Background: an optimization exercise with open tools, aiming at small area and a short achievable clock period. Do not read the settings as production practice.
Function was checked by simulation only, so behaviour that the tests miss may differ from the original.
Power is estimated from default activity; no workload was simulated.

Setup of trial 60:
==> flow/design.v <==
module FIFO(
    input  wire clk,
    input  wire rstn,
    input  wire wr_en,
    input  wire rd_en,
    input  wire [7:0] data_in,
    output wire full,
    output wire empty,
    output wire [7:0] data_out
 );
    reg [7:0] mem [1:31];
    reg [4:0] tp;        
    reg [4:0] hp;        
    reg       ne_r;      
    reg       full_r;
    reg       le1_r;     
    reg [3:0] rlo_r;     
    reg [7:0] rhi_r;     
    reg [7:0] out_r;     
    wire empty_r = ~ne_r;
    wire w    = wr_en & ~full_r;
    wire r    = rd_en & ne_r;
    wire [4:0] tp1 = {tp[3:0], tp[4] ^ tp[2]};
    wire [4:0] hp1 = {hp[3:0], hp[4] ^ hp[2]};
    wire one  = ne_r & ~full_r & (hp == tp);     
    wire two  = (tp == hp1);                      
    wire n31  = (tp1 == hp);                      
    wire       hp_inc, le1_nx;
    fifo_ctl u_ctl (.wr(wr_en), .rd(rd_en), .e(empty_r), .f(full_r), .one(one),
                    .le1(le1_r), .le1_rd(one | two), .hp_inc(hp_inc), .le1_nx(le1_nx));
    wire [4:0] hp_nx  = hp_inc ? hp1 : hp;
    wire [3:0] rlo_nx = {4{~le1_nx}} & (hp_inc ? (4'd1 << hp1[1:0]) : (4'd1 << hp[1:0]));
    wire [7:0] rhi_nx = hp_inc ? (8'd1 << hp1[4:2]) : (8'd1 << hp[4:2]);
    wire [31:0] wsel, rsel;
    fifo_dec32 u_wdec (.a(tp), .en(w), .y(wsel));
    fifo_and8x4 u_rdec (.lo(rlo_r), .hi(rhi_r), .y(rsel));
    wire [7:0] nhead;
    genvar g, b;
    generate for (b = 0; b < 8; b = b + 1) begin : bit_
        wire [31:0] d;
        wire [31:0] s;
        for (g = 1; g < 32; g = g + 1) begin : sl
            assign d[g] = mem[g][b];
            assign s[g] = rsel[g];
        end
        assign d[0] = data_in[b];
        assign s[0] = le1_r;
        fifo_ao32 u_ao (.d(d), .s(s), .y(nhead[b]));
    end endgenerate
    wire [7:0] out_nx;
    fifo_mux2x8 u_omux (.s(empty_r ? wr_en : rd_en), .a(out_r), .b(nhead), .y(out_nx));
    always @(posedge clk or negedge rstn) begin
        if (!rstn) begin
            tp     <= 5'd1;
            hp     <= 5'd1;
            ne_r   <= 1'b0;
            full_r <= 1'b0;
            le1_r  <= 1'b1;
            rlo_r  <= 4'd0;
        end else begin
            if (w) tp <= tp1;
            hp    <= hp_nx;
            le1_r <= le1_nx;
            rlo_r <= rlo_nx;
            if (w & ~r) begin
                ne_r   <= 1'b1;
                full_r <= n31;
            end else if (r & ~w) begin
                ne_r   <= ~one;
                full_r <= 1'b0;
            end
        end
    end
    always @(posedge clk) begin
        rhi_r <= rhi_nx;
        out_r <= out_nx;
    end
    integer i;
    always @(posedge clk) begin
        for (i = 1; i < 32; i = i + 1)
            if (wsel[i]) mem[i] <= data_in;
    end
    assign data_out = out_r;
    assign empty    = empty_r;
    assign full     = full_r;
endmodule
module fifo_ctl(
    input  wire wr,
    input  wire rd,
    input  wire e,        
    input  wire f,        
    input  wire one,      
    input  wire le1,      
    input  wire le1_rd,   
    output wire hp_inc,
    output wire le1_nx
);
    assign hp_inc = (wr & rd) | (wr & e) | (rd & ~e & ~one);
    wire wo = wr & ~rd & ~f;
    wire ro = rd & ~wr & ~e;
    assign le1_nx = wo ? e : ro ? le1_rd : le1;
endmodule
module fifo_dec32(
    input  wire [4:0]  a,
    input  wire        en,
    output wire [31:0] y
);
    wire [3:0] lo = {3'd0, en} << a[1:0];
    wire [7:0] hi = 8'd1 << a[4:2];
    genvar g;
    generate for (g = 0; g < 32; g = g + 1) begin : d
        assign y[g] = lo[g % 4] & hi[g / 4];
    end endgenerate
endmodule
module fifo_and8x4(
    input  wire [3:0]  lo,
    input  wire [7:0]  hi,
    output wire [31:0] y
);
    genvar g;
    generate for (g = 0; g < 32; g = g + 1) begin : d
        assign y[g] = lo[g % 4] & hi[g / 4];
    end endgenerate
endmodule
module fifo_mux2x8(
    input  wire       s,
    input  wire [7:0] a,
    input  wire [7:0] b,
    output wire [7:0] y
);
    assign y = s ? b : a;
endmodule
module fifo_ao32(
    input  wire [31:0] d,
    input  wire [31:0] s,
    output wire        y
);
    wire [3:0] l2;
    wire [1:0] l3;
    genvar g;
    generate
        for (g = 0; g < 4; g = g + 1) begin : n
            fifo_ao8 u (.d(d[8*g +: 8]), .s(s[8*g +: 8]), .y(l2[g]));
        end
        for (g = 0; g < 2; g = g + 1) begin : o
            fifo_nor2 u (.a(l2[2*g]), .b(l2[2*g+1]), .y(l3[g]));
        end
    endgenerate
    fifo_nand2 u_y (.a(l3[0]), .b(l3[1]), .y(y));
endmodule
module fifo_ao8(
    input  wire [7:0] d,
    input  wire [7:0] s,
    output wire       y
);
    assign y = |(d & s);
endmodule
module fifo_nor2(input wire a, b, output wire y);
    assign y = ~(a | b);
endmodule
module fifo_nand2(input wire a, b, output wire y);
    assign y = ~(a & b);
endmodule
Settings: LEC_CHECK=0, CAP_MARGIN=20, CORE_MARGIN=2, CORE_UTILIZATION=40, CTS_BUF_LIST=sky130_fd_sc_hd__clkbuf_16, CTS_CLUSTER_DIAMETER=45, CTS_CLUSTER_SIZE=25, SETUP_SLACK_MARGIN=2.95, SLEW_MARGIN=20, SYNTH_HIERARCHICAL=1; clock period 5.0 ns.
run.sh (not shown) runs the stock make flow with config.mk's settings and CLKGATE_MAP_FILE= SYNTH_SCRIPT=/design/flow/synth_recipe.tcl, a recipe that flattens the netlist after the stock synthesis.
diff inputs: trial 60 => build 57
-- flow/config.mk --
<<< trial 60, line 11
export CTS_BUF_LIST = sky130_fd_sc_hd__clkbuf_16
export CTS_CLUSTER_DIAMETER = 45
export CTS_CLUSTER_SIZE = 25
>>> build 57, line 11
export CTS_BUF_LIST = sky130_fd_sc_hd__clkbuf_8
export CTS_CLUSTER_DIAMETER = 50
export CTS_CLUSTER_SIZE = 20
## What came out
Of build 57 and trial 60, the lower fraction of power consumed by combinational cells belongs to trial 60.
Across both runs, wire length of the first global-routing pass was lower for build 57 than for trial 60.
Build 57 vs trial 60 — clock-pin transition on the worst setup and hold timing paths rose 0.04 ns.
Looking only at clock tree cell share of total cell area, and setting everything else aside, the lower value of build 57 and trial 60 goes to build 57.
Between build 57 and trial 60, the starting density of the core does not differ in any meaningful way.
Against trial 60 as the reference, build 57 delivers a higher sequential power share.
Wire: build 57 routes more than trial 60
Worst-case hold slack: build 57 and trial 60 compared, higher one is build 57
Going from trial 60 to build 57, the via count was found to have gone up by 0.68%.
In the flow results for build 57 and trial 60, the total power after layout is smaller on build 57.

==> separate check: timing with driven ports <==
Ports are ideal in the flow. The routed layouts listed here were re-timed in OpenROAD.
Step 1, drivers: a clkbuf_16 drives clk and a buf_2 each remaining input, both assumed.
Step 2 times the ports against the registers' clock, not the clock port: input delays grow and output delays shrink by t, the midpoint of the rising clock arrivals with the driver on.
Slacks: ideal ports / drivers / drivers and shift; pairs: ideal ports / drivers.
| run | t, ns | setup slack, ns | worst slew at a driven data input, ns | cell pins on the clock port's net |
|---|---|---|---|---|
| trial 60 | 0.585 | 2.902 / 2.856 / 2.416 | 0.03 | 1 |
| build 57 | 0.601 | 2.865 / 2.822 / 2.378 | 0.03 | 1 |
After both steps every run listed still meets setup and hold. For build 57, which loses most, drivers alone change the setup slack by -0.043 ns; drivers and shift together by -0.487 ns.
